Context: an optimization exercise on an open-source flow, tuned for small area and a short achievable clock period. The choices shown serve that exercise and are no tape-out recipe. Where RTL was checked, it was by simulation tests only, not by an equivalence proof against the original. The RTL of run 1 was laid out without a check of its function. Power and IR drop assume default switching activity.

--- flow/flow/run.sh ---
#!/bin/bash
# Standard ORFS flow (the standard.sh), with the port buffers made of
# sky130_fd_sc_hd__buf_2 instead of buffer_ports' default cell.
set -o pipefail
export BUFFER_PORTS_ARGS="-buffer_cell sky130_fd_sc_hd__buf_2"
bash standard.sh finish 2>&1 | tee standard_flow.log
--- flow/standard.sh ---
#!/bin/bash
# synth_recipe.tcl (not shown) runs the flow's synth.tcl, then flattens the netlist and writes it again
# the make line also repeats each setting of config.mk as NAME=value (left out here)
make -C /OpenROAD-flow-scripts/flow DESIGN_CONFIG=/design/flow/config.mk WORK_HOME=/design/flow/orfs CLKGATE_MAP_FILE= SYNTH_SCRIPT=/design/flow/synth_recipe.tcl "${@:-finish}"
--- flow/config.mk ---
export PLATFORM = sky130hd
export DESIGN_NAME = mac
export DESIGN_NICKNAME = mac
export VERILOG_FILES = /design/flow/design.v
export SDC_FILE = /design/flow/constraint.sdc
export NUM_CORES = 4
export LEC_CHECK = 0
export CAP_MARGIN = 20
export CORE_MARGIN = 2
export CORE_UTILIZATION = 60
export SETUP_SLACK_MARGIN = 1.5
export SLEW_MARGIN = 20
export SYNTH_HIERARCHICAL = 1
--- flow/constraint.sdc ---
create_clock -name core_clock -period 6.5 [get_ports {clk}]
set_input_delay 1.3000 -clock core_clock [delete_from_list [all_inputs] [get_ports {clk}]]
set_output_delay 1.3000 -clock core_clock [all_outputs]
set_load 0.01 [all_outputs]
--- flow/design.v ---
module mac_fa(input a, input b, input c, output s, output co);
  assign s = a ^ b ^ c;
  assign co = (a & b) | (a & c) | (b & c);
endmodule
module mac_x3(input a, input b, input c, output s);
  assign s = a ^ b ^ c;
endmodule
module mac_mj(input a, input b, input c, output co);
  assign co = (a & b) | (a & c) | (b & c);
endmodule
module mac_xor(input a, input b, output s);
  assign s = a ^ b;
endmodule
module mac(A, B, C, D, clk, reset, Acc);
  input [7:0] A, B, C, D;
  input clk, reset;
  output [31:0] Acc;
  reg [31:0] R;
  reg [1:0] V;
  reg [8:0] W;
  wire p_A0B0 = ~(A[0] & B[0]);
  wire p_A0B1 = ~(A[0] & B[1]);
  wire p_A0B2 = ~(A[0] & B[2]);
  wire p_A0B3 = ~(A[0] & B[3]);
  wire p_A0B4 = ~(A[0] & B[4]);
  wire p_A0B5 = ~(A[0] & B[5]);
  wire p_A0B6 = ~(A[0] & B[6]);
  wire p_A0B7 = ~(A[0] & B[7]);
  wire p_A1B0 = ~(A[1] & B[0]);
  wire p_A1B1 = ~(A[1] & B[1]);
  wire p_A1B2 = ~(A[1] & B[2]);
  wire p_A1B3 = ~(A[1] & B[3]);
  wire p_A1B4 = ~(A[1] & B[4]);
  wire p_A1B5 = ~(A[1] & B[5]);
  wire p_A1B6 = ~(A[1] & B[6]);
  wire p_A1B7 = ~(A[1] & B[7]);
  wire p_A2B0 = ~(A[2] & B[0]);
  wire p_A2B1 = ~(A[2] & B[1]);
  wire p_A2B2 = ~(A[2] & B[2]);
  wire p_A2B3 = ~(A[2] & B[3]);
  wire p_A2B4 = ~(A[2] & B[4]);
  wire p_A2B5 = ~(A[2] & B[5]);
  wire p_A2B6 = ~(A[2] & B[6]);
  wire p_A2B7 = ~(A[2] & B[7]);
  wire p_A3B0 = ~(A[3] & B[0]);
  wire p_A3B1 = ~(A[3] & B[1]);
  wire p_A3B2 = ~(A[3] & B[2]);
  wire p_A3B3 = ~(A[3] & B[3]);
  wire p_A3B4 = ~(A[3] & B[4]);
  wire p_A3B5 = ~(A[3] & B[5]);
  wire p_A3B6 = ~(A[3] & B[6]);
  wire p_A3B7 = ~(A[3] & B[7]);
  wire p_A4B0 = ~(A[4] & B[0]);
  wire p_A4B1 = ~(A[4] & B[1]);
  wire p_A4B2 = ~(A[4] & B[2]);
  wire p_A4B3 = ~(A[4] & B[3]);
  wire p_A4B4 = ~(A[4] & B[4]);
  wire p_A4B5 = ~(A[4] & B[5]);
  wire p_A4B6 = ~(A[4] & B[6]);
  wire p_A4B7 = ~(A[4] & B[7]);
  wire p_A5B0 = ~(A[5] & B[0]);
  wire p_A5B1 = ~(A[5] & B[1]);
  wire p_A5B2 = ~(A[5] & B[2]);
  wire p_A5B3 = ~(A[5] & B[3]);
  wire p_A5B4 = ~(A[5] & B[4]);
  wire p_A5B5 = ~(A[5] & B[5]);
  wire p_A5B6 = ~(A[5] & B[6]);
  wire p_A5B7 = ~(A[5] & B[7]);
  wire p_A6B0 = ~(A[6] & B[0]);
  wire p_A6B1 = ~(A[6] & B[1]);
  wire p_A6B2 = ~(A[6] & B[2]);
  wire p_A6B3 = ~(A[6] & B[3]);
  wire p_A6B4 = ~(A[6] & B[4]);
  wire p_A6B5 = ~(A[6] & B[5]);
  wire p_A6B6 = ~(A[6] & B[6]);
  wire p_A6B7 = ~(A[6] & B[7]);
  wire p_A7B0 = ~(A[7] & B[0]);
  wire p_A7B1 = ~(A[7] & B[1]);
  wire p_A7B2 = ~(A[7] & B[2]);
  wire p_A7B3 = ~(A[7] & B[3]);
  wire p_A7B4 = ~(A[7] & B[4]);
  wire p_A7B5 = ~(A[7] & B[5]);
  wire p_A7B6 = ~(A[7] & B[6]);
  wire p_A7B7 = ~(A[7] & B[7]);
  wire p_C0D0 = ~(C[0] & D[0]);
  wire p_C0D1 = ~(C[0] & D[1]);
  wire p_C0D2 = ~(C[0] & D[2]);
  wire p_C0D3 = ~(C[0] & D[3]);
  wire p_C0D4 = ~(C[0] & D[4]);
  wire p_C0D5 = ~(C[0] & D[5]);
  wire p_C0D6 = ~(C[0] & D[6]);
  wire p_C0D7 = ~(C[0] & D[7]);
  wire p_C1D0 = ~(C[1] & D[0]);
  wire p_C1D1 = ~(C[1] & D[1]);
  wire p_C1D2 = ~(C[1] & D[2]);
  wire p_C1D3 = ~(C[1] & D[3]);
  wire p_C1D4 = ~(C[1] & D[4]);
  wire p_C1D5 = ~(C[1] & D[5]);
  wire p_C1D6 = ~(C[1] & D[6]);
  wire p_C1D7 = ~(C[1] & D[7]);
  wire p_C2D0 = ~(C[2] & D[0]);
  wire p_C2D1 = ~(C[2] & D[1]);
  wire p_C2D2 = ~(C[2] & D[2]);
  wire p_C2D3 = ~(C[2] & D[3]);
  wire p_C2D4 = ~(C[2] & D[4]);
  wire p_C2D5 = ~(C[2] & D[5]);
  wire p_C2D6 = ~(C[2] & D[6]);
  wire p_C2D7 = ~(C[2] & D[7]);
  wire p_C3D0 = ~(C[3] & D[0]);
  wire p_C3D1 = ~(C[3] & D[1]);
  wire p_C3D2 = ~(C[3] & D[2]);
  wire p_C3D3 = ~(C[3] & D[3]);
  wire p_C3D4 = ~(C[3] & D[4]);
  wire p_C3D5 = ~(C[3] & D[5]);
  wire p_C3D6 = ~(C[3] & D[6]);
  wire p_C3D7 = ~(C[3] & D[7]);
  wire p_C4D0 = ~(C[4] & D[0]);
  wire p_C4D1 = ~(C[4] & D[1]);
  wire p_C4D2 = ~(C[4] & D[2]);
  wire p_C4D3 = ~(C[4] & D[3]);
  wire p_C4D4 = ~(C[4] & D[4]);
  wire p_C4D5 = ~(C[4] & D[5]);
  wire p_C4D6 = ~(C[4] & D[6]);
  wire p_C4D7 = ~(C[4] & D[7]);
  wire p_C5D0 = ~(C[5] & D[0]);
  wire p_C5D1 = ~(C[5] & D[1]);
  wire p_C5D2 = ~(C[5] & D[2]);
  wire p_C5D3 = ~(C[5] & D[3]);
  wire p_C5D4 = ~(C[5] & D[4]);
  wire p_C5D5 = ~(C[5] & D[5]);
  wire p_C5D6 = ~(C[5] & D[6]);
  wire p_C5D7 = ~(C[5] & D[7]);
  wire p_C6D0 = ~(C[6] & D[0]);
  wire p_C6D1 = ~(C[6] & D[1]);
  wire p_C6D2 = ~(C[6] & D[2]);
  wire p_C6D3 = ~(C[6] & D[3]);
  wire p_C6D4 = ~(C[6] & D[4]);
  wire p_C6D5 = ~(C[6] & D[5]);
  wire p_C6D6 = ~(C[6] & D[6]);
  wire p_C6D7 = ~(C[6] & D[7]);
  wire p_C7D0 = ~(C[7] & D[0]);
  wire p_C7D1 = ~(C[7] & D[1]);
  wire p_C7D2 = ~(C[7] & D[2]);
  wire p_C7D3 = ~(C[7] & D[3]);
  wire p_C7D4 = ~(C[7] & D[4]);
  wire p_C7D5 = ~(C[7] & D[5]);
  wire p_C7D6 = ~(C[7] & D[6]);
  wire p_C7D7 = ~(C[7] & D[7]);
  wire s0, c0;
  wire s1, c1;
  wire s2, c2;
  wire s3, c3;
  wire s4, c4;
  wire s5, c5;
  wire s6, c6;
  wire s7, c7;
  wire s8, c8;
  wire s9, c9;
  wire s10, c10;
  wire s11, c11;
  wire s12, c12;
  wire s13, c13;
  wire s14, c14;
  wire s15, c15;
  wire s16, c16;
  wire s17, c17;
  wire s18, c18;
  wire s19, c19;
  wire s20, c20;
  wire s21, c21;
  wire s22, c22;
  wire s23, c23;
  wire s24, c24;
  wire s25, c25;
  wire s26, c26;
  wire s27, c27;
  wire s28, c28;
  wire s29, c29;
  wire s30, c30;
  wire s31, c31;
  wire s32, c32;
  wire s33, c33;
  wire s34, c34;
  wire s35, c35;
  wire s36, c36;
  wire s37, c37;
  wire s38, c38;
  wire s39, c39;
  wire s40, c40;
  wire s41, c41;
  wire s42, c42;
  wire s43, c43;
  wire s44, c44;
  wire s45, c45;
  wire s46, c46;
  wire s47, c47;
  wire s48, c48;
  wire s49, c49;
  wire s50, c50;
  wire s51, c51;
  wire s52, c52;
  wire s53, c53;
  wire s54, c54;
  wire s55, c55;
  wire s56, c56;
  wire s57, c57;
  wire s58, c58;
  wire s59, c59;
  wire s60, c60;
  wire s61, c61;
  wire s62, c62;
  wire s63, c63;
  wire s64, c64;
  wire s65, c65;
  wire s66, c66;
  wire s67, c67;
  wire s68, c68;
  wire s69, c69;
  wire s70, c70;
  wire s71, c71;
  wire s72, c72;
  wire s73, c73;
  wire s74, c74;
  wire s75, c75;
  wire s76, c76;
  wire s77, c77;
  wire s78, c78;
  wire s79, c79;
  wire s80, c80;
  wire s81, c81;
  wire s82, c82;
  wire s83, c83;
  wire s84, c84;
  wire s85, c85;
  wire s86, c86;
  wire s87, c87;
  wire s88, c88;
  wire s89, c89;
  wire s90, c90;
  wire s91, c91;
  wire s92, c92;
  wire s93, c93;
  wire s94, c94;
  wire s95, c95;
  wire s96, c96;
  wire s97, c97;
  wire s98, c98;
  wire s99, c99;
  wire s100, c100;
  wire s101, c101;
  wire s102, c102;
  wire s103, c103;
  wire s104, c104;
  wire s105, c105;
  wire s106, c106;
  wire s107, c107;
  wire s108, c108;
  wire s109, c109;
  wire s110, c110;
  wire s111, c111;
  wire s112, c112;
  wire s113, c113;
  wire s114, c114;
  wire s115, c115;
  wire s116, c116;
  wire s117, c117;
  wire s118, c118;
  wire s119, c119;
  wire s120, c120;
  wire s121, c121;
  wire s122, c122;
  wire s123, c123;
  wire s124, c124;
  wire s125, c125;
  wire s126, c126;
  wire s127, c127;
  wire s128, c128;
  wire s129, c129;
  wire s130, c130;
  wire s131, c131;
  wire s132, c132;
  wire s133, c133;
  wire s134, c134;
  wire s135, c135;
  wire s136, c136;
  wire s137, c137;
  wire s138, c138;
  wire s139, c139;
  wire s140, c140;
  wire s141, c141;
  wire s142, c142;
  wire s143, c143;
  wire s144, c144;
  wire s145, c145;
  wire s146, c146;
  wire s147, c147;
  wire s148, c148;
  wire s149, c149;
  wire s150, c150;
  wire s151, c151;
  wire s152, c152;
  mac_xor u_s0 (R[0], p_A0B0, s0);
  assign c0 = R[0] & (A[0] & B[0]);
  mac_fa u_s1 (R[1], p_A0B1, p_A1B0, s1, c1);
  mac_fa u_s2 (p_C0D1, p_C1D0, ~c0, s2, c2);
  mac_fa u_s3 (R[2], p_A0B2, p_A1B1, s3, c3);
  mac_fa u_s4 (p_A2B0, p_C0D2, p_C1D1, s4, c4);
  mac_fa u_s5 (p_C2D0, c1, s3, s5, c5);
  mac_xor u_s6 (s4, c2, s6);
  assign c6 = ~s4 & ~c2;
  mac_fa u_s7 (R[3], p_A0B3, p_A1B2, s7, c7);
  mac_fa u_s8 (p_A2B1, p_A3B0, p_C0D3, s8, c8);
  mac_fa u_s9 (p_C1D2, p_C2D1, p_C3D0, s9, c9);
  mac_fa u_s10 (c3, c4, s7, s10, c10);
  mac_fa u_s11 (s8, s9, ~c6, s11, c11);
  mac_xor u_s12 (c5, s10, s12);
  assign c12 = ~c5 & ~s10;
  mac_fa u_s13 (R[4], p_A0B4, p_A1B3, s13, c13);
  mac_fa u_s14 (p_A2B2, p_A3B1, p_A4B0, s14, c14);
  mac_fa u_s15 (p_C0D4, p_C1D3, p_C2D2, s15, c15);
  mac_fa u_s16 (p_C3D1, p_C4D0, c7, s16, c16);
  mac_fa u_s17 (c8, c9, s13, s17, c17);
  mac_fa u_s18 (s14, s15, s16, s18, c18);
  mac_fa u_s19 (c10, s17, ~c12, s19, c19);
  mac_xor u_s20 (c11, s18, s20);
  assign c20 = ~c11 & ~s18;
  mac_fa u_s21 (R[5], p_A0B5, p_A1B4, s21, c21);
  mac_fa u_s22 (p_A2B3, p_A3B2, p_A4B1, s22, c22);
  mac_fa u_s23 (p_A5B0, p_C0D5, p_C1D4, s23, c23);
  mac_fa u_s24 (p_C2D3, p_C3D2, p_C4D1, s24, c24);
  mac_fa u_s25 (p_C5D0, c13, c14, s25, c25);
  mac_fa u_s26 (c15, s21, s22, s26, c26);
  mac_fa u_s27 (s23, s24, c16, s27, c27);
  mac_fa u_s28 (c17, s25, s26, s28, c28);
  mac_fa u_s29 (s27, c18, s28, s29, c29);
  mac_xor u_s30 (c20, c19, s30);
  assign c30 = c20 & ~c19;
  mac_fa u_s31 (V[0], ~R[6], p_A0B6, s31, c31);
  mac_fa u_s32 (p_A1B5, p_A2B4, p_A3B3, s32, c32);
  mac_fa u_s33 (p_A4B2, p_A5B1, p_A6B0, s33, c33);
  mac_fa u_s34 (p_C0D6, p_C1D5, p_C2D4, s34, c34);
  mac_fa u_s35 (p_C3D3, p_C4D2, p_C5D1, s35, c35);
  mac_fa u_s36 (p_C6D0, c21, c22, s36, c36);
  mac_fa u_s37 (c23, c24, s31, s37, c37);
  mac_x3 u_s38 (s32, s33, s34, s38);
  mac_mj u_c38 (s32, s33, s34, c38);
  mac_fa u_s39 (s35, c25, s36, s39, c39);
  mac_fa u_s40 (c26, s38, s37, s40, c40);
  mac_fa u_s41 (c27, s39, c28, s41, c41);
  mac_fa u_s42 (s40, ~c30, c29, s42, c42);
  mac_xor u_s43 (s41, s42, s43);
  assign c43 = ~s41 & ~s42;
  mac_fa u_s44 (R[7], W[0], (A[0] & B[7]), s44, c44);
  mac_fa u_s45 (p_A1B6, p_A2B5, p_A3B4, s45, c45);
  mac_fa u_s46 (p_A4B3, p_A5B2, p_A6B1, s46, c46);
  mac_fa u_s47 (p_A7B0, p_C0D7, p_C1D6, s47, c47);
  mac_fa u_s48 (p_C2D5, p_C3D4, p_C4D3, s48, c48);
  mac_fa u_s49 (p_C5D2, p_C6D1, p_C7D0, s49, c49);
  mac_fa u_s50 (c31, c32, c33, s50, c50);
  mac_fa u_s51 (c34, c35, ~s44, s51, c51);
  mac_fa u_s52 (s45, s46, s47, s52, c52);
  mac_x3 u_s53 (s48, s49, c36, s53);
  mac_mj u_c53 (s48, s49, c36, c53);
  mac_x3 u_s54 (c38, c37, s50, s54);
  mac_mj u_c54 (c38, c37, s50, c54);
  mac_fa u_s55 (s51, s52, s53, s55, c55);
  mac_x3 u_s56 (s54, c39, c40, s56);
  mac_mj u_c56 (s54, c39, c40, c56);
  mac_fa u_s57 (s55, s56, c41, s57, c57);
  mac_xor u_s58 (c42, s57, s58);
  assign c58 = ~c42 & ~s57;
  mac_fa u_s59 (R[8], W[1], p_A1B7, s59, c59);
  mac_fa u_s60 (p_A2B6, p_A3B5, p_A4B4, s60, c60);
  mac_fa u_s61 (p_A5B3, p_A6B2, p_A7B1, s61, c61);
  mac_fa u_s62 (p_C1D7, p_C2D6, p_C3D5, s62, c62);
  mac_fa u_s63 (p_C4D4, p_C5D3, p_C6D2, s63, c63);
  mac_fa u_s64 (p_C7D1, c45, c46, s64, c64);
  mac_fa u_s65 (c47, c48, c49, s65, c65);
  mac_fa u_s66 (s59, s60, ~c44, s66, c66);
  mac_fa u_s67 (s61, s62, s63, s67, c67);
  mac_fa u_s68 (c50, s64, c52, s68, c68);
  mac_fa u_s69 (s65, c51, s66, s69, c69);
  mac_fa u_s70 (s67, c53, c54, s70, c70);
  mac_fa u_s71 (s68, s69, c55, s71, c71);
  mac_fa u_s72 (s70, c56, s71, s72, c72);
  mac_xor u_s73 (c57, c58, s73);
  assign c73 = ~c57 & c58;
  mac_fa u_s74 (R[9], W[2], (A[2] & B[7]), s74, c74);
  mac_fa u_s75 (p_A3B6, p_A4B5, p_A5B4, s75, c75);
  mac_fa u_s76 (p_A6B3, p_A7B2, p_C2D7, s76, c76);
  mac_fa u_s77 (p_C3D6, p_C4D5, p_C5D4, s77, c77);
  mac_fa u_s78 (p_C6D3, p_C7D2, c59, s78, c78);
  mac_fa u_s79 (c60, c61, c62, s79, c79);
  mac_fa u_s80 (c63, s75, ~s74, s80, c80);
  mac_fa u_s81 (s76, s77, s78, s81, c81);
  mac_fa u_s82 (c64, c65, c66, s82, c82);
  mac_fa u_s83 (c67, s79, s80, s83, c83);
  mac_fa u_s84 (s81, c68, s82, s84, c84);
  mac_x3 u_s85 (c69, s83, c70, s85);
  mac_mj u_c85 (c69, s83, c70, c85);
  mac_x3 u_s86 (s84, s85, c71, s86);
  mac_mj u_c86 (s84, s85, c71, c86);
  mac_xor u_s87 (c72, s86, s87);
  assign c87 = ~c72 & ~s86;
  mac_fa u_s88 (W[3], ~R[10], p_A3B7, s88, c88);
  mac_fa u_s89 (p_A4B6, p_A5B5, p_A6B4, s89, c89);
  mac_fa u_s90 (p_A7B3, p_C3D7, p_C4D6, s90, c90);
  mac_fa u_s91 (p_C5D5, p_C6D4, p_C7D3, s91, c91);
  mac_x3 u_s92 (c75, c76, c77, s92);
  mac_mj u_c92 (c75, c76, c77, c92);
  mac_fa u_s93 (s88, s89, ~c74, s93, c93);
  mac_fa u_s94 (s90, s91, c78, s94, c94);
  mac_x3 u_s95 (s92, c79, c80, s95);
  mac_mj u_c95 (s92, c79, c80, c95);
  mac_fa u_s96 (s93, c81, s94, s96, c96);
  mac_fa u_s97 (s95, c82, c83, s97, c97);
  mac_x3 u_s98 (s96, c84, s97, s98);
  mac_mj u_c98 (s96, c84, s97, c98);
  mac_x3 u_s99 (c85, s98, c86, s99);
  mac_mj u_c99 (c85, s98, c86, c99);
  mac_fa u_s100 (R[11], W[4], p_A4B7, s100, c100);
  mac_fa u_s101 (p_A5B6, p_A6B5, p_A7B4, s101, c101);
  mac_fa u_s102 (p_C4D7, p_C5D6, p_C6D5, s102, c102);
  mac_fa u_s103 (p_C7D4, c88, c89, s103, c103);
  mac_fa u_s104 (c90, c91, s100, s104, c104);
  mac_fa u_s105 (s101, s102, c92, s105, c105);
  mac_fa u_s106 (s103, c93, s104, s106, c106);
  mac_fa u_s107 (s105, c94, c95, s107, c107);
  mac_fa u_s108 (s106, c96, s107, s108, c108);
  mac_x3 u_s109 (c97, s108, c98, s109);
  mac_mj u_c109 (c97, s108, c98, c109);
  mac_fa u_s110 (R[12], W[5], p_A5B7, s110, c110);
  mac_fa u_s111 (p_A6B6, p_A7B5, p_C5D7, s111, c111);
  mac_fa u_s112 (p_C6D6, p_C7D5, c100, s112, c112);
  mac_fa u_s113 (c101, c102, s110, s113, c113);
  mac_fa u_s114 (s111, c103, s112, s114, c114);
  mac_fa u_s115 (c104, s113, c105, s115, c115);
  mac_fa u_s116 (s114, c106, s115, s116, c116);
  mac_fa u_s117 (c107, s116, c108, s117, c117);
  mac_fa u_s118 (R[13], W[6], p_A6B7, s118, c118);
  mac_fa u_s119 (p_A7B6, p_C6D7, p_C7D6, s119, c119);
  mac_fa u_s120 (c110, c111, s118, s120, c120);
  mac_fa u_s121 (s119, c112, c113, s121, c121);
  mac_fa u_s122 (s120, c114, s121, s122, c122);
  mac_fa u_s123 (c115, s122, c116, s123, c123);
  mac_fa u_s124 (R[14], W[7], p_A7B7, s124, c124);
  mac_fa u_s125 (p_C7D7, c118, c119, s125, c125);
  mac_fa u_s126 (s124, c120, s125, s126, c126);
  mac_fa u_s127 (c121, s126, c122, s127, c127);
  mac_fa u_s128 (R[15], W[8], c124, s128, c128);
  mac_fa u_s129 (c125, s128, c126, s129, c129);
  mac_xor u_s130 (R[16], c128, s130);
  assign c130 = R[16] & ~c128;
  mac_xor u_s131 (p_C0D0, s0, s131);
  assign c131 = (C[0] & D[0]) & ~s0;
  mac_fa u_s132 (~c131, s1, s2, s132, c132);
  mac_fa u_s133 (~s6, s5, c132, s133, c133);
  mac_fa u_s134 (~s12, s11, c133, s134, c134);
  mac_fa u_s135 (~s20, s19, c134, s135, c135);
  mac_x3 u_s136 (s30, s29, c135, s136);
  mac_mj u_c136 (s30, s29, c135, c136);
  mac_xor u_s137 (s130, c129, s137);
  assign c137 = ~s130 & ~c129;
  mac_x3 u_s138 (R[17], c130, c137, s138);
  mac_mj u_c138 (R[17], c130, c137, c138);
  mac_xor u_s139 (R[18], c138, s139);
  assign c139 = R[18] & c138;
  mac_xor u_s140 (R[19], c139, s140);
  assign c140 = R[19] & c139;
  mac_xor u_s141 (R[20], V[1], s141);
  assign c141 = R[20] & V[1];
  mac_xor u_s142 (R[21], c141, s142);
  assign c142 = R[21] & c141;
  mac_xor u_s143 (R[22], c142, s143);
  assign c143 = R[22] & c142;
  mac_xor u_s144 (R[23], c143, s144);
  assign c144 = R[23] & c143;
  mac_xor u_s145 (R[24], c144, s145);
  assign c145 = R[24] & c144;
  mac_xor u_s146 (R[25], c145, s146);
  assign c146 = R[25] & c145;
  mac_xor u_s147 (R[26], c146, s147);
  assign c147 = R[26] & c146;
  mac_xor u_s148 (R[27], c147, s148);
  assign c148 = R[27] & c147;
  mac_xor u_s149 (R[28], c148, s149);
  assign c149 = R[28] & c148;
  mac_xor u_s150 (R[29], c149, s150);
  assign c150 = R[29] & c149;
  mac_xor u_s151 (R[30], c150, s151);
  assign c151 = R[30] & c150;
  mac_xor u_s152 (R[31], c151, s152);
  assign c152 = R[31] & c151;
  wire [31:0] z = {1'b0, 1'b0, 1'b0, 1'b0, 1'b0, 1'b0, 1'b0, 1'b0, 1'b0, 1'b0, 1'b0, V[1], 1'b0, 1'b0, 1'b0, 1'b0, ~W[8], ~W[7], ~W[6], ~W[5], ~W[4], ~W[3], W[2], ~W[1], W[0], ~V[0], 1'b0, 1'b0, 1'b0, 1'b0, 1'b0, 1'b0};
  wire [31:0] h, g, t;
  assign h[0] = R[0];
  assign g[0] = 1'b0;
  assign t[0] = R[0];
  assign h[1] = ~R[1];
  assign g[1] = 1'b0;
  assign t[1] = ~R[1];
  assign h[2] = ~R[2];
  assign g[2] = 1'b0;
  assign t[2] = ~R[2];
  assign h[3] = ~R[3];
  assign g[3] = 1'b0;
  assign t[3] = ~R[3];
  assign h[4] = ~R[4];
  assign g[4] = 1'b0;
  assign t[4] = ~R[4];
  assign h[5] = ~R[5];
  assign g[5] = 1'b0;
  assign t[5] = ~R[5];
  wire h6r;
  mac_xor u_h6 (R[6], V[0], h6r);
  assign h[6] = ~h6r;
  assign g[6] = R[6] & ~V[0];
  assign t[6] = R[6] | ~V[0];
  wire h7r;
  mac_xor u_h7 (R[7], W[0], h7r);
  assign h[7] = h7r;
  assign g[7] = R[7] & W[0];
  assign t[7] = R[7] | W[0];
  wire h8r;
  mac_xor u_h8 (R[8], W[1], h8r);
  assign h[8] = h8r;
  assign g[8] = ~R[8] & ~W[1];
  assign t[8] = ~R[8] | ~W[1];
  wire h9r;
  mac_xor u_h9 (R[9], W[2], h9r);
  assign h[9] = h9r;
  assign g[9] = R[9] & W[2];
  assign t[9] = R[9] | W[2];
  wire h10r;
  mac_xor u_h10 (R[10], W[3], h10r);
  assign h[10] = ~h10r;
  assign g[10] = R[10] & ~W[3];
  assign t[10] = R[10] | ~W[3];
  wire h11r;
  mac_xor u_h11 (R[11], W[4], h11r);
  assign h[11] = h11r;
  assign g[11] = ~R[11] & ~W[4];
  assign t[11] = ~R[11] | ~W[4];
  wire h12r;
  mac_xor u_h12 (R[12], W[5], h12r);
  assign h[12] = h12r;
  assign g[12] = ~R[12] & ~W[5];
  assign t[12] = ~R[12] | ~W[5];
  wire h13r;
  mac_xor u_h13 (R[13], W[6], h13r);
  assign h[13] = h13r;
  assign g[13] = ~R[13] & ~W[6];
  assign t[13] = ~R[13] | ~W[6];
  wire h14r;
  mac_xor u_h14 (R[14], W[7], h14r);
  assign h[14] = h14r;
  assign g[14] = ~R[14] & ~W[7];
  assign t[14] = ~R[14] | ~W[7];
  wire h15r;
  mac_xor u_h15 (R[15], W[8], h15r);
  assign h[15] = h15r;
  assign g[15] = ~R[15] & ~W[8];
  assign t[15] = ~R[15] | ~W[8];
  assign h[16] = R[16];
  assign g[16] = 1'b0;
  assign t[16] = R[16];
  assign h[17] = R[17];
  assign g[17] = 1'b0;
  assign t[17] = R[17];
  assign h[18] = R[18];
  assign g[18] = 1'b0;
  assign t[18] = R[18];
  assign h[19] = R[19];
  assign g[19] = 1'b0;
  assign t[19] = R[19];
  wire h20r;
  mac_xor u_h20 (R[20], V[1], h20r);
  assign h[20] = h20r;
  assign g[20] = R[20] & V[1];
  assign t[20] = R[20] | V[1];
  assign h[21] = R[21];
  assign g[21] = 1'b0;
  assign t[21] = R[21];
  assign h[22] = R[22];
  assign g[22] = 1'b0;
  assign t[22] = R[22];
  assign h[23] = R[23];
  assign g[23] = 1'b0;
  assign t[23] = R[23];
  assign h[24] = R[24];
  assign g[24] = 1'b0;
  assign t[24] = R[24];
  assign h[25] = R[25];
  assign g[25] = 1'b0;
  assign t[25] = R[25];
  assign h[26] = R[26];
  assign g[26] = 1'b0;
  assign t[26] = R[26];
  assign h[27] = R[27];
  assign g[27] = 1'b0;
  assign t[27] = R[27];
  assign h[28] = R[28];
  assign g[28] = 1'b0;
  assign t[28] = R[28];
  assign h[29] = R[29];
  assign g[29] = 1'b0;
  assign t[29] = R[29];
  assign h[30] = R[30];
  assign g[30] = 1'b0;
  assign t[30] = R[30];
  assign h[31] = R[31];
  assign g[31] = 1'b0;
  assign t[31] = R[31];
  wire G1 = g[1] | (t[1] & g[0]);
  wire T1 = t[1] & t[0];
  wire G2 = g[3] | (t[3] & g[2]);
  wire T2 = t[3] & t[2];
  wire G3 = g[5] | (t[5] & g[4]);
  wire T3 = t[5] & t[4];
  wire G4 = g[7] | (t[7] & g[6]);
  wire T4 = t[7] & t[6];
  wire G5 = g[9] | (t[9] & g[8]);
  wire T5 = t[9] & t[8];
  wire G6 = g[11] | (t[11] & g[10]);
  wire T6 = t[11] & t[10];
  wire G7 = g[13] | (t[13] & g[12]);
  wire T7 = t[13] & t[12];
  wire G8 = g[15] | (t[15] & g[14]);
  wire T8 = t[15] & t[14];
  wire G9 = g[17] | (t[17] & g[16]);
  wire T9 = t[17] & t[16];
  wire G10 = g[19] | (t[19] & g[18]);
  wire T10 = t[19] & t[18];
  wire G11 = g[21] | (t[21] & g[20]);
  wire T11 = t[21] & t[20];
  wire G12 = g[23] | (t[23] & g[22]);
  wire T12 = t[23] & t[22];
  wire G13 = g[25] | (t[25] & g[24]);
  wire T13 = t[25] & t[24];
  wire G14 = g[27] | (t[27] & g[26]);
  wire T14 = t[27] & t[26];
  wire G15 = g[29] | (t[29] & g[28]);
  wire T15 = t[29] & t[28];
  wire G16 = g[31] | (t[31] & g[30]);
  wire T16 = t[31] & t[30];
  wire G17 = G2 | (T2 & G1);
  wire T17 = T2 & T1;
  wire G18 = G4 | (T4 & G3);
  wire T18 = T4 & T3;
  wire G19 = G6 | (T6 & G5);
  wire T19 = T6 & T5;
  wire G20 = G8 | (T8 & G7);
  wire T20 = T8 & T7;
  wire G21 = G10 | (T10 & G9);
  wire T21 = T10 & T9;
  wire G22 = G12 | (T12 & G11);
  wire T22 = T12 & T11;
  wire G23 = G14 | (T14 & G13);
  wire T23 = T14 & T13;
  wire G24 = G16 | (T16 & G15);
  wire T24 = T16 & T15;
  wire G25 = G18 | (T18 & G17);
  wire T25 = T18 & T17;
  wire G26 = G20 | (T20 & G19);
  wire T26 = T20 & T19;
  wire G27 = G22 | (T22 & G21);
  wire T27 = T22 & T21;
  wire G28 = G24 | (T24 & G23);
  wire T28 = T24 & T23;
  wire G29 = G26 | (T26 & G25);
  wire T29 = T26 & T25;
  wire G30 = G28 | (T28 & G27);
  wire T30 = T28 & T27;
  wire G31 = G30 | (T30 & G29);
  wire T31 = T30 & T29;
  wire G32 = G27 | (T27 & G29);
  wire T32 = T27 & T29;
  wire G33 = G19 | (T19 & G25);
  wire T33 = T19 & T25;
  wire G34 = G21 | (T21 & G29);
  wire T34 = T21 & T29;
  wire G35 = G23 | (T23 & G32);
  wire T35 = T23 & T32;
  wire G36 = G3 | (T3 & G17);
  wire T36 = T3 & T17;
  wire G37 = G5 | (T5 & G25);
  wire T37 = T5 & T25;
  wire G38 = G7 | (T7 & G33);
  wire T38 = T7 & T33;
  wire G39 = G9 | (T9 & G29);
  wire T39 = T9 & T29;
  wire G40 = G11 | (T11 & G34);
  wire T40 = T11 & T34;
  wire G41 = G13 | (T13 & G32);
  wire T41 = T13 & T32;
  wire G42 = G15 | (T15 & G35);
  wire T42 = T15 & T35;
  wire G43 = g[2] | (t[2] & G1);
  wire T43 = t[2] & T1;
  wire G44 = g[4] | (t[4] & G17);
  wire T44 = t[4] & T17;
  wire G45 = g[6] | (t[6] & G36);
  wire T45 = t[6] & T36;
  wire G46 = g[8] | (t[8] & G25);
  wire T46 = t[8] & T25;
  wire G47 = g[10] | (t[10] & G37);
  wire T47 = t[10] & T37;
  wire G48 = g[12] | (t[12] & G33);
  wire T48 = t[12] & T33;
  wire G49 = g[14] | (t[14] & G38);
  wire T49 = t[14] & T38;
  wire G50 = g[16] | (t[16] & G29);
  wire T50 = t[16] & T29;
  wire G51 = g[18] | (t[18] & G39);
  wire T51 = t[18] & T39;
  wire G52 = g[20] | (t[20] & G34);
  wire T52 = t[20] & T34;
  wire G53 = g[22] | (t[22] & G40);
  wire T53 = t[22] & T40;
  wire G54 = g[24] | (t[24] & G32);
  wire T54 = t[24] & T32;
  wire G55 = g[26] | (t[26] & G41);
  wire T55 = t[26] & T41;
  wire G56 = g[28] | (t[28] & G35);
  wire T56 = t[28] & T35;
  wire G57 = g[30] | (t[30] & G42);
  wire T57 = t[30] & T42;
  wire [31:0] cin = {G57, G42, G56, G35, G55, G41, G54, G32, G53, G40, G52, G34, G51, G39, G50, G29, G49, G38, G48, G33, G47, G37, G46, G25, G45, G36, G44, G17, G43, G1, g[0], 1'b0};
  assign Acc = h ^ cin;
  always @(posedge clk, negedge reset)
    if (reset == 0) begin
      R <= 32'h0000f93e;
      V <= 2'h1;
      W <= 9'h1fa;
    end else begin
      R <= {s152, s151, s150, s149, s148, s147, s146, s145, s144, s143, s142, s141, s140, s139, s138, s137, s129, s127, s123, s117, s109, c87, c73, s72, c43, s43, s136, s135, s134, s133, s132, s131};
      V <= {c140, c136};
      W <= {c127, c123, c117, c109, c99, s99, s87, s73, s58};
    end
endmodule
==> impl_metrics.toml, run 1 <==
[placement]
port_buffers = 65
dp_hpwl_um = 10700
place_inst = 639
place_congestion = 0.933

[job]
cap_violations = 0

[power]
irDropWorstVdd_mv = 0.722
p_per_area_nw_per_um2 = 616
p_leak_uw = 0.00265

[sta]
setup_viol = 0
fin_crit_ns = 4.25
tightest_slew_ns = 0.965
hold_violations = 0
skew_ns = 0.00827
max_freq_mhz = 235
rsz0062_at_grt = "false"
drv_slew = 0
tns_ns = 0
relSlewSlack = 0.357
finalCritPeriodShare = 0.654

[routing]
vias = 3672
route.detailed.drc = 0
viasPerCell = 5.68
m1WireLength_um = 4850
highest-signal-layer = "met4"
firstDrtPassIters = 5
drtIter0Drc = 138
met2_length_um = 6830
met3_length_um = 537
wl_um = 12600
wl_per_cell_um = 19.5
ant_nets = 0

[logic_synthesis]
synth_seq_area_share = 0.199
synthCells = 497
synthTopCellsByArea = "fa_1 (41%), dfrtp_1 (11%), nand2_1 (9.2%)"
synth_top_area_frac = 0.414
yosysUniqueCellTypes = 35
synth_edf_count = 0
yosysTopAreaCell = "fa_1"
yosys_most_used_dff = "dfrtp_1"
async_flop_share = 1.00
synth_seq_cells = 43
ys.warnings.count = 7
syn_area_per_cell_um2 = 11.1
syn-num-nets = 652
netlist_area_um2 = 5520

[finish]
n_antenna_cell = 0
synthToLayoutAreaGrowth_pct = 7.96
stdcell_count = 647
regArea_um2 = 1100
nets = 693
fillCellCount = 698
layout_commonest_cell = "nand2_1"
multi_input_area_um2 = 4220
layout-drive-gt1-share = 0.206
layout_common_cells = "nand2_1 (135), fa_1 (114), buf_2 (65)"

[critical_path]
r2r_cells = 7
path_class = "reg2out"
rrSetupSlack_ns = 3.07
cp-start-kind = "register"
crit_path_max_fanout = 5
crit_required_ns = 5.20
r2r_start = "R[9]$_DFF_PN0_"
rr_endpoint = "R[11]$_DFF_PN1_"
end_kind = "output pin"
worstSetupEndpoint = "Acc[31]"
arrival_ns = 2.95
cp-startpoint = "W[1]$_DFF_PN1_"

[clock_network]
cts_buffers = 5
ctsResizeCount = 0
numClockSinks = 43
cts_root_buf = "clkbuf_8"
clock_latency_ns = 0.30
cts_tree = "done"
cts_max_level = 2
cts_buffer_depth = 2
cts.clk_slew.worst_paths_ns = 0.10
post-cts-setup-buffer-count = 0
hold_buffers = 0

[floorplanning]
die_width_um = 99.9
dieArea_um2 = 9980
ios = 66
initial_core_util = 0.627
core_um2 = 8810
dieHeight_um = 99.9
std_cell_rows = 34

[global_routing]
grt_max_degree = 44
track_usage = 0.285
antenna_found_initial = 0
grt_pass1_wl_um = 21300
grt_remaining_overflow = 0
grt_pass1_vias = 4100

[run_status]
outcome = "no timing/DRC/antenna violations"

[hold_path]
hold_class = "reg2reg"
-- kinds of logic (layout without fill, tap and decap cells) --
kind of cell	after synthesis	after routing	synth area share
flops	43	43	0.199
simple gates	178	178	0.134
compound gates	16	16	0.0204
buf+inv	52	94	0.0360
xor+xnor	68	68	0.143
fa+ha+maj	140	140	0.467
-- metrics by stage --
stage / hold WS [ns] / cell area, µm² / utilization / total power [µW] / setup slack [ns]
after floorplan: 0.458 / 5520 / - / 2840 / 2.12
after global placement: 0.472 / 5860 / 0.665 / 3390 / 2.06
after detailed placement: 0.477 / 5860 / 0.665 / 3510 / 2.01
after CTS: 0.494 / 5960 / 0.677 / 3730 / 2.25
after global routing: 0.518 / 5960 / 0.677 / 4070 / 2.09
final: 0.489 / 5960 / 0.677 / 3670 / 2.25
-- where the power goes --
group	switching, µW	internal [µW]	leakage (µW)
logic	1310	1510	0.00209
clock network	104	87.0	0.0000474
registers	160	497	0.000512
total	1570	2100	0.00265
-- critical path, cell delays in order (launching register included) --
cell,delay (ns)
dfstp_2,0.62
nor2_1,0.09
maj3_1,0.37
a211oi_1,0.43
o22a_1,0.28
o31a_1,0.28
nor3_2,0.09
ha_1,0.19
xor2_1,0.15
buf_2,0.14
-- synth_stat cells (2+ instances only) --
cell / number
a21oi_1: 2
o21ai_0: 3
or2_2: 4
maj3_2: 14
nor2_1: 14
nor3_1: 2
nand2b_1: 2
dfstp_2: 19
and3_1: 4
nand3_1: 2
maj3_1: 5
xnor2_1: 7
nand2_1: 135
fa_1: 114
inv_1: 21
xor2_1: 48
ha_1: 7
dfrtp_1: 24
nor2b_1: 2
clkbuf_1: 30
o31ai_1: 2
nand4_1: 2
or3_1: 2
xor3_1: 13
and2_1: 8
a211oi_1: 2
-- per-module statistics from Yosys, one instance, submodules excluded --
module / times used / cell area [µm²] / cells
mac: 1 / 2460 / 320
mac_x3: 13 / 23.8 / 1
mac_xor: 37 / 8.76 / 1
mac_fa: 114 / 20.0 / 1
mac_mj: 13 / 11.3 / 1
-- area by class of cell --
cell class,instances,area share
inverters,21,0.0132
flip-flops and latches,43,0.185
well taps,108,0.0227
multi-input cells,402,0.708
repair buffers,65,0.0546
clock buffers,6,0.0139
clock inverters,2,0.00273
-- state kept, by name, summed over array words and instances, names as in the netlist --
register,cells
R,32
V,2
W,9
-- metal layers --
layer  up-vias  global-route usage
met4         0              0.0896
li1       1616                   -
met1      1894               0.360
met2       136               0.521
met3        26              0.0299
met5         -                   0
-- worst min path at each step --
stage               startpoint               to  cells after the start
2_1_floorplan  R[31]$_DFF_PN0_  R[31]$_DFF_PN0_                      1
3_3_place_gp   R[31]$_DFF_PN0_  R[31]$_DFF_PN0_                      1
3_5_place_dp   R[31]$_DFF_PN0_  R[31]$_DFF_PN0_                      1
4_1_cts        R[31]$_DFF_PN0_  R[31]$_DFF_PN0_                      1
5_1_grt        R[31]$_DFF_PN0_  R[31]$_DFF_PN0_                      1
6_report       R[31]$_DFF_PN0_  R[31]$_DFF_PN0_                      1
==> run 2: changes to the inputs <==
--- a/flow/design.v
+++ b/flow/design.v
@@ -365,7 +365,6 @@
   mac_mj u_c54 (c38, c37, s50, c54);
   mac_fa u_s55 (s51, s52, s53, s55, c55);
-  mac_x3 u_s56 (s54, c39, c40, s56);
-  mac_mj u_c56 (s54, c39, c40, c56);
-  mac_fa u_s57 (s55, s56, c41, s57, c57);
+  mac_fa u_s56 (s54, c39, c40, s56, c56);
+  mac_fa u_s57 (s55, c41, s56, s57, c57);
   mac_xor u_s58 (c42, s57, s58);
   assign c58 = ~c42 & ~s57;
@@ -415,8 +414,7 @@
   mac_fa u_s96 (s93, c81, s94, s96, c96);
   mac_fa u_s97 (s95, c82, c83, s97, c97);
-  mac_x3 u_s98 (s96, c84, s97, s98);
-  mac_mj u_c98 (s96, c84, s97, c98);
-  mac_x3 u_s99 (c85, s98, c86, s99);
-  mac_mj u_c99 (c85, s98, c86, c99);
+  mac_fa u_s98 (s96, c84, s97, s98, c98);
+  mac_x3 u_s99 (c85, c86, s98, s99);
+  mac_mj u_c99 (c85, c86, s98, c99);
   mac_fa u_s100 (R[11], W[4], p_A4B7, s100, c100);
   mac_fa u_s101 (p_A5B6, p_A6B5, p_A7B4, s101, c101);
@@ -462,6 +460,5 @@
   mac_xor u_s137 (s130, c129, s137);
   assign c137 = ~s130 & ~c129;
-  mac_x3 u_s138 (R[17], c130, c137, s138);
-  mac_mj u_c138 (R[17], c130, c137, c138);
+  mac_fa u_s138 (R[17], c130, c137, s138, c138);
   mac_xor u_s139 (R[18], c138, s139);
   assign c139 = R[18] & c138;
--- a/flow/config.mk
+++ b/flow/config.mk
@@ -8,5 +8,5 @@
 export CAP_MARGIN = 20
 export CORE_MARGIN = 2
-export CORE_UTILIZATION = 60
+export CORE_UTILIZATION = 70
 export SETUP_SLACK_MARGIN = 1.5
 export SLEW_MARGIN = 20
==> impl_metrics.toml, run 2 <==
[run_status]
outcome = "no timing/DRC/antenna violations"

[sta]
rsz0062_at_grt = "false"
finalCritPeriodShare = 0.654
drv_slew = 0
setup_viol = 0
relSlewSlack = 0.354
max_freq_mhz = 235
fin_crit_ns = 4.25
tns_ns = 0
hold_violations = 0
skew_ns = 0.00702
tightest_slew_ns = 0.969

[global_routing]
antenna_found_initial = 0
use_met2 = 0.553
use_met1 = 0.414
top_usage_layer = "met2"
grtUsageMet3 = 0.0521
grt_pass1_wl_um = 20500
track_usage = 0.323
grt_max_degree = 44
grt_remaining_overflow = 0
grt_pass1_vias = 4041

[placement]
dp_hpwl_um = 10000
place_congestion = 0.927
port_buffers = 65

[critical_path]
crit_chain = "nor2_1 -> maj3_1 -> a211oi_1 -> o22a_1 -> o21ai_0 -> and2_1 -> ha_1 -> xor2_1 -> buf_2"
end_kind = "output pin"
crit_required_ns = 5.20
cp-startpoint = "W[1]$_DFF_PN1_"
arrival_ns = 2.95
cp-start-kind = "register"
r2r_start = "W[1]$_DFF_PN1_"
path_class = "reg2out"
cp_slowest_cell = "dfstp_2"
crit_path_max_fanout = 5
cp_slowest_stage_delay_ns = 0.63

[routing]
drtIter0Drc = 207
ant_nets = 0
firstDrtPassIters = 5
viasPerCell = 5.84
wl_um = 12100
route.detailed.drc = 0
vias = 3726
wl_per_cell_um = 19.0

[finish]
synthToLayoutAreaGrowth_pct = 7.63
nets = 693
reg.largest.list = "R x32, W x9, V x2"
layout_commonest_cell = "nand2_1"
n_antenna_cell = 0
largest_reg_flops = 32
regMostFlops = "R"
layout-drive-gt1-share = 0.200
layout_common_cells = "nand2_1 (135), fa_1 (117), buf_2 (65)"

[power]
p_leak_uw = 0.00261
clkPwrFrac = 0.048
pwr-share-comb = 0.772
p_sw_uw = 1590
switching_share = 0.439
p_per_area_nw_per_um2 = 613
p_total_uw = 3610
irDropWorstVdd_mv = 0.525
p_int_uw = 2030
p_seq_frac = 0.180

[logic_synthesis]
synth_seq_area_share = 0.201
synth_top_family_by_area = "adder cells"
synthCells = 494
synth_compound_area_frac = 0.0206
synth-simple-area-share = 0.135
synthTopCellsByArea = "fa_1 (43%), dfrtp_1 (11%), nand2_1 (9.3%)"
syn-num-nets = 652
yosysUniqueCellTypes = 35
yosysTopAreaCell = "fa_1"
synth_xor_xnor_area_share = 0.131
synth_fa_ha_area_frac = 0.476
yosys_most_used_dff = "dfrtp_1"
synth.most_common_cell = "nand2_1"
ys_top_cells_by_count = "nand2_1 (135), fa_1 (117), xor2_1 (48)"
ys.warnings.count = 7
synth_edf_count = 0
synth_top_area_frac = 0.428
async_flop_share = 1.00
syn_area_per_cell_um2 = 11.1
netlist_area_um2 = 5470
muxShareOfSynthArea = 0
synth_seq_cells = 43

[clock_network]
cts_tree = "done"
hold_buffers = 0
post-cts-setup-buffer-count = 0
numClockSinks = 43
ctsResizeCount = 0
cts_buffers = 5
cts_buffer_depth = 2
cts.clk_slew.worst_paths_ns = 0.09
cts_max_level = 2
cts_root_buf = "clkbuf_8"
clock_latency_ns = 0.31

[hold_path]
hold_class = "reg2reg"
hold_start = "R[31]$_DFF_PN0_"

[floorplanning]
dieArea_um2 = 8540
core_um2 = 7650
die_width_um = 92.4
initial_core_util = 0.716
dieHeight_um = 92.4
ios = 66
std_cell_rows = 32

[job]
cap_violations = 0
-- run 2: cell types whose count changed after synthesis, sizes merged --
| cell | delta |
|---|---|
| maj3 | -3 |
| fa | +3 |
| xor3 | -3 |
-- run 2: power by group through the flow --
stage	Clock [µW]	Combinational [µW]	Sequential, µW
6_report	173	2790	652
3_5_place_dp	0	2770	657
5_1_grt	186	3130	679
3_3_place_gp	0	2640	656
4_1_cts	177	2800	655
2_1_floorplan	0	2130	615
-- run 2: cells by family (layout without fill, tap and decap cells) --
group / after synthesis / count (layout)
and+or+nand+nor: 178 / 178
adders and majority gates: 140 / 140
xor gates and xnor gates: 65 / 65
buffers and inverters: 52 / 94
DFF: 43 / 43
AOI/OAI and AO/OA: 16 / 16
-- run 2: through the flow --
stage / utilization / hold WS (ns) / std cells / area (µm²) / worst slack, ns
floorplan: - / 0.458 / 494 / 5470 / 2.12
global placement: 0.759 / 0.472 / 630 / 5810 / 2.08
detailed placement: 0.759 / 0.487 / 630 / 5810 / 2.03
CTS: 0.770 / 0.501 / 638 / 5890 / 2.23
global route: 0.770 / 0.526 / 638 / 5890 / 2.02
finish: 0.770 / 0.494 / 638 / 5890 / 2.25
-- run 2: final cells by class --
| class | instances | area (µm²) |
|---|---|---|
| flip-flops and latches | 43 | 1100 |
| fillers | 541 | 1760 |
| inverters | 21 | 78.8 |
| clock inverters | 2 | 12.5 |
| multi-input cells | 399 | 4180 |
| well taps | 102 | 128 |
| repair buffers | 65 | 325 |
| clock buffers | 6 | 72.6 |
-- run 2: final timing paths --
| path | slack (ns) | endpoint | depth (start not counted) |
|---|---|---|---|
| hold / removal | 0.49 | R[31]$_DFF_PN0_ | 1 |
| max in group asynchronous | 4.76 | R[16]$_DFF_PN0_ | 1 |
| hold reg to reg | 0.49 | R[31]$_DFF_PN0_ | 1 |
| min in group asynchronous | 1.13 | R[0]$_DFF_PN0_ | 1 |
| setup reg to reg | 3.08 | W[3]$_DFF_PN1_ | 6 |
| setup / recovery | 2.25 | Acc[23] | 9 |
-- run 2: routing by layer --
layer / vias up / wire, µm
li1: 1601 / -
met1: 1930 / 4550
met2: 155 / 6360
met3: 40 / 597
met4: 0 / 580
met5: - / 0
-- run 2: worst max-delay path: cells and delay by family (launching register included) --
kind	cells	cell delay [ns]
AOI/OAI and AO/OA	3	0.86
xor gates and xnor gates	1	0.14
adders and majority gates	2	0.58
buffers and inverters	1	0.15
DFF	1	0.63
and+or+nand+nor	2	0.28
-- run 2: per-module statistics from Yosys (local to each module, per instance) --
| module | flops+latches | times used | cell area, µm² | cells |
|---|---|---|---|---|
| mac | 43 | 1 | 2460 | 320 |
| mac_mj | 0 | 10 | 11.3 | 1 |
| mac_x3 | 0 | 10 | 23.8 | 1 |
| mac_xor | 0 | 37 | 8.76 | 1 |
| mac_fa | 0 | 117 | 20.0 | 1 |
==> run 3: changes to the inputs <==
--- a/flow/config.mk
+++ b/flow/config.mk
@@ -8,5 +8,5 @@
 export CAP_MARGIN = 20
 export CORE_MARGIN = 2
-export CORE_UTILIZATION = 70
+export CORE_UTILIZATION = 60
 export SETUP_SLACK_MARGIN = 1.5
 export SLEW_MARGIN = 20
==> impl_metrics.toml, run 3 <==
[floorplanning]
core_um2 = 8760
dieArea_um2 = 9900
std_cell_rows = 34
ios = 66
die_width_um = 99.5
dieHeight_um = 99.5
initial_core_util = 0.625

[logic_synthesis]
synth_edf_count = 0
yosys_most_used_dff = "dfrtp_1"
synth_seq_cells = 43
syn_area_per_cell_um2 = 11.1
synth_fa_ha_area_frac = 0.476
yosysUniqueCellTypes = 35
muxShareOfSynthArea = 0
ys.warnings.count = 7
synthTopCellsByArea = "fa_1 (43%), dfrtp_1 (11%), nand2_1 (9.3%)"
netlist_area_um2 = 5470
synth_xor_xnor_area_share = 0.131
yosysTopAreaCell = "fa_1"
synth_seq_area_share = 0.201
synth_top_area_frac = 0.428
synth_top_family_by_area = "adder cells"
synth.most_common_cell = "nand2_1"
async_flop_share = 1.00
ys_top_cells_by_count = "nand2_1 (135), fa_1 (117), xor2_1 (48)"
synth_compound_area_frac = 0.0206
syn-num-nets = 652
synth-simple-area-share = 0.135
synthCells = 494

[routing]
drtIter0Drc = 152
wl_um = 12300
route.detailed.drc = 0
ant_nets = 0
wl_per_cell_um = 19.1
firstDrtPassIters = 5
viasPerCell = 5.64
vias = 3630

[clock_network]
cts_buffer_depth = 2
clock_latency_ns = 0.30
cts.clk_slew.worst_paths_ns = 0.09
post-cts-setup-buffer-count = 0
cts_tree = "done"
cts_root_buf = "clkbuf_8"
numClockSinks = 43
cts_max_level = 2
cts_buffers = 5
hold_buffers = 0
ctsResizeCount = 0

[critical_path]
crit_required_ns = 5.20
cp-start-kind = "register"
crit_path_max_fanout = 5
path_class = "reg2out"
arrival_ns = 2.97
end_kind = "output pin"

[job]
cap_violations = 0

[placement]
port_buffers = 65
dp_hpwl_um = 10100
place_congestion = 0.943
placedInstanceArea_um2 = 5810

[sta]
finalCritPeriodShare = 0.656
tightest_slew_ns = 0.970
rsz0062_at_grt = "false"
fin_crit_ns = 4.27
max_freq_mhz = 234
hold_violations = 0
skew_ns = 0.00901
tns_ns = 0
setup_viol = 0
drv_slew = 0
relSlewSlack = 0.353

[global_routing]
grt_pass1_wl_um = 20900
grt_max_degree = 44
grt_pass1_vias = 4095
grt_remaining_overflow = 0
antenna_found_initial = 0
track_usage = 0.281

[finish]
layout_common_cells = "nand2_1 (135), fa_1 (117), buf_2 (65)"
layout-drive-gt1-share = 0.200
synthToLayoutAreaGrowth_pct = 7.77
fin_area_um2 = 5900
nets = 693
n_antenna_cell = 0
largest_reg_flops = 32
regMostFlops = "R"
reg.largest.list = "R x32, W x9, V x2"
layout_commonest_cell = "nand2_1"

[power]
irDropWorstVdd_mv = 0.537
p_per_area_nw_per_um2 = 600
p_leak_uw = 0.00261

[run_status]
outcome = "no timing/DRC/antenna violations"

[hold_path]
hold_class = "reg2reg"
## run 3: cell counts after synthesis
No cell type changed its count.
## run 3: worst paths after layout
check	slack (ns)	startpoint	cells past startpoint	endpoint
setup / recovery	2.23	W[1]$_DFF_PN1_	9	Acc[31]
hold reg to reg	0.49	R[31]$_DFF_PN0_	1	R[31]$_DFF_PN0_
hold / removal	0.49	R[31]$_DFF_PN0_	1	R[31]$_DFF_PN0_
max in group asynchronous	4.74	reset	1	V[1]$_DFF_PN0_
setup reg to reg	3.07	R[3]$_DFF_PN1_	8	W[1]$_DFF_PN1_
min in group asynchronous	1.13	reset	1	R[0]$_DFF_PN0_
## run 3: final cells by class
type / instances / area (µm²)
inverter: 21 / 78.8
clock inverter: 2 / 12.5
tap: 108 / 135
clock buffer: 6 / 72.6
timing repair buffer: 65 / 325
sequential: 43 / 1100
fill: 721 / 2860
multi-input combinational: 399 / 4180
## run 3: per-module statistics from Yosys, one instance, submodules excluded
module   times used  flip-flops and latches
mac               1                      43
mac_fa          117                       0
mac_mj           10                       0
mac_x3           10                       0
mac_xor          37                       0
## run 3: routing by layer
layer	wire length (µm)	GRT usage	vias to the layer above
li1	-	-	1597
met1	4750	0.357	1864
met2	6440	0.501	145
met3	759	0.0457	24
met4	347	0.0822	0
met5	0	0	-
## run 3: cells by family (layout without fill, tap and decap cells)
group           Yosys count  count (layout)
simple gates            178             178
xor+xnor                 65              65
fa+ha+maj               140             140
flops                    43              43
compound gates           16              16
buf+inv                  52              94
## run 3: worst max-delay path, cell delays in order, from the launching register on
cell and delay (ns):
dfstp_2 0.62, nor2_1 0.09, maj3_1 0.39, a211oi_1 0.42, o22a_1 0.29, o31a_1 0.28, nor3_2 0.08, ha_1 0.20
xor2_1 0.16, buf_2 0.14
## run 3: stage by stage
stage	power [µW]	utilization	hold WS, ns	worst slack (ns)	instances
floorplan	2750	-	0.458	2.12	494
global placement	3320	0.663	0.472	2.07	636
detailed placement	3380	0.663	0.479	1.99	636
CTS	3600	0.673	0.494	2.23	644
global route	3960	0.673	0.524	2.03	644
finish	3540	0.673	0.486	2.23	644
## run 3: where the power goes
part	switching (µW)	internal (µW)
logic	1270	1430
registers	165	498
clock network	97.2	75.3
==> run 4: changes to the inputs <==
==> flow/flow/run.sh (replaced) <==
#!/bin/bash
# Standard ORFS flow (the standard.sh) with other port buffer cells:
# sky130_fd_sc_hd__buf_2 on the inputs (instead of buffer_ports' default
# cell), sky130_fd_sc_hd__buf_1 on the outputs (added right after global
# placement by flow/post_gpl.tcl).
set -o pipefail
export BUFFER_PORTS_ARGS="-inputs -buffer_cell sky130_fd_sc_hd__buf_2"
export POST_GLOBAL_PLACE_TCL="$PWD/flow/post_gpl.tcl"
bash standard.sh finish 2>&1 | tee standard_flow.log
==> flow/flow/post_gpl.tcl (new file) <==
# Buffer every output port with a sky130_fd_sc_hd__buf_1.
buffer_ports -outputs -buffer_cell sky130_fd_sc_hd__buf_1
==> impl_metrics.toml, run 4 <==
[run_status]
outcome = "no timing/DRC/antenna violations"

[floorplanning]
ios = 66
core_um2 = 8760
dieArea_um2 = 9900
std_cell_rows = 34
initial_core_util = 0.625
dieHeight_um = 99.5
die_width_um = 99.5

[routing]
wl_um = 11900
route.detailed.drc = 0
firstDrtPassIters = 4
vias = 3566
ant_nets = 0
drtIter0Drc = 157
viasPerCell = 5.54
wl_per_cell_um = 18.6

[sta]
rsz0062_at_grt = "false"
fin_crit_ns = 4.24
max_freq_mhz = 236
tns_ns = 0
drv_slew = 0
hold_violations = 0
finalCritPeriodShare = 0.653
setup_viol = 0
skew_ns = 0.00897
tightest_slew_ns = 0.973
relSlewSlack = 0.352

[finish]
regMostFlops = "R"
layout_common_cells = "nand2_1 (135), fa_1 (117), xor2_1 (48)"
reg.largest.list = "R x32, W x9, V x2"
largest_reg_flops = 32
layout-drive-gt1-share = 0.142
layout_commonest_cell = "nand2_1"
nets = 693
synthToLayoutAreaGrowth_pct = 7.54
n_antenna_cell = 0

[logic_synthesis]
yosysUniqueCellTypes = 35
synth_seq_area_share = 0.201
synth.most_common_cell = "nand2_1"
synthTopCellsByArea = "fa_1 (43%), dfrtp_1 (11%), nand2_1 (9.3%)"
synth_xor_xnor_area_share = 0.131
synth-simple-area-share = 0.135
synth_compound_area_frac = 0.0206
synth_top_family_by_area = "adder cells"
yosysTopAreaCell = "fa_1"
synth_seq_cells = 43
syn_area_per_cell_um2 = 11.1
ys.warnings.count = 7
syn-num-nets = 652
netlist_area_um2 = 5470
muxShareOfSynthArea = 0
ys_top_cells_by_count = "nand2_1 (135), fa_1 (117), xor2_1 (48)"
async_flop_share = 1.00
synthCells = 494
synth_edf_count = 0
yosys_most_used_dff = "dfrtp_1"
synth_fa_ha_area_frac = 0.476
synth_top_area_frac = 0.428

[global_routing]
grt_pass1_wl_um = 20700
grtUsageMet3 = 0.0351
use_met2 = 0.473
grt_max_degree = 44
top_usage_layer = "met2"
grt_pass1_vias = 4106
use_met1 = 0.367
grt_remaining_overflow = 0
antenna_found_initial = 0
track_usage = 0.274

[clock_network]
cts_root_buf = "clkbuf_8"
cts_buffers = 5
ctsResizeCount = 0
post-cts-setup-buffer-count = 0
hold_buffers = 0
cts_max_level = 2
numClockSinks = 43
clock_latency_ns = 0.30
cts.clk_slew.worst_paths_ns = 0.09
cts_buffer_depth = 2
cts_tree = "done"

[power]
p_leak_uw = 0.00252
p_per_area_nw_per_um2 = 600
irDropWorstVdd_mv = 0.489
p_total_uw = 3530

[critical_path]
arrival_ns = 2.94
cp-start-kind = "register"
crit_path_max_fanout = 5
crit_required_ns = 5.20
path_class = "reg2out"
cp-startpoint = "W[1]$_DFF_PN1_"
r2r_start = "R[3]$_DFF_PN1_"
end_kind = "output pin"

[hold_path]
hold_class = "reg2reg"
hold_start = "R[31]$_DFF_PN0_"

[placement]
dp_hpwl_um = 9770
port_buffers = 65

[job]
cap_violations = 0
## run 4: cell counts after synthesis
Identical to the previous run, type by type.
## run 4: cell families (layout without fill, tap and decap cells)
group / Yosys count / count (layout)
simple gates: 178 / 178
buf+inv: 52 / 94
flops: 43 / 43
fa+ha+maj: 140 / 140
compound gates: 16 / 16
xor+xnor: 65 / 65
## run 4: final cells by class
type	count	area [µm²]
clock buffers	5	68.8
clock inverters	3	43.8
fillers	698	2880
inverters	21	78.8
multi-input cells	399	4180
flip-flops and latches	43	1100
well taps	108	135
repair buffers	65	285
## run 4: metrics by stage
stage          utilization  cells  setup WS [ns]  area, µm²  hold WS [ns]
5_1_grt              0.672    644           1.99       5890         0.530
2_1_floorplan            -    494           2.12       5470         0.458
3_3_place_gp         0.645    604           2.02       5650         0.472
3_5_place_dp         0.659    636           1.95       5770         0.487
6_report             0.672    644           2.26       5890         0.493
4_1_cts              0.672    644           2.26       5890         0.500
## run 4: per-module statistics from Yosys (local to each module, per instance)
module,cells,cell area [µm²]
mac,320,2460
mac_x3,1,23.8
mac_fa,1,20.0
mac_mj,1,11.3
mac_xor,1,8.76
## run 4: power breakdown
part	switching (µW)	leakage (µW)	internal (µW)	total, µW
Combinational	1270	0.00195	1390	2660
Sequential	154	0.000512	497	651
Clock	102	0.0000581	115	217
## run 4: worst paths after layout
| check | end | slack, ns | cells after the start |
|---|---|---|---|
| max | Acc[31] | 2.26 | 9 |
| min | R[31]$_DFF_PN0_ | 0.49 | 1 |
| max reg2reg | W[1]$_DFF_PN1_ | 3.15 | 8 |
| min reg2reg | R[31]$_DFF_PN0_ | 0.49 | 1 |
| max in group asynchronous | W[2]$_DFF_PN0_ | 4.74 | 1 |
| min in group asynchronous | R[0]$_DFF_PN0_ | 1.14 | 1 |
## run 4: worst max-delay path, cell delays in order (launching register included)
cell	delay, ns
dfstp_2	0.62
nor2_1	0.09
maj3_1	0.38
a211oi_1	0.44
o22a_1	0.28
o31a_1	0.27
nor3_2	0.07
ha_1	0.19
xor2_1	0.15
buf_1	0.16
## run 4: layer usage
layer / wire length [µm] / up-vias / share of wire
met1: 4960 / 1837 / 0.42
met2: 6160 / 108 / 0.52
met4: 344 / 0 / 0.029
li1: - / 1599 / -
met5: 0 / - / 0
met3: 481 / 22 / 0.040

-- afterwards: timing with drivers on the ports --
No port has a modelled driver above. Below, the same layouts with a new extraction and two added sets of constraints. Step 1 assumes that a clkbuf_16 drives the clock port and a buf_2 every other input. Step 2 times the ports against the registers' clock, not the clock port: input delays grow and output delays shrink by t, the midpoint of the rising clock arrivals with the driver on. Slacks: ideal ports / drivers / drivers and shift; pairs: ideal ports / drivers.
run	shift t [ns]	slack for setup (ns)	clock arrival spread, ns
run 1	0.331	2.252 / 2.219 / 1.987	0.008 / 0.008
run 2	0.338	2.247 / 2.213 / 2.028	0.007 / 0.007
run 3	0.327	2.234 / 2.201 / 1.941	0.010 / 0.010
run 4	0.326	2.258 / 2.225 / 1.959	0.009 / 0.010
After both steps every run listed still meets setup and hold. The setup slack of run 4, which loses most, moves by -0.033 ns with the drivers and by -0.299 ns with both steps.
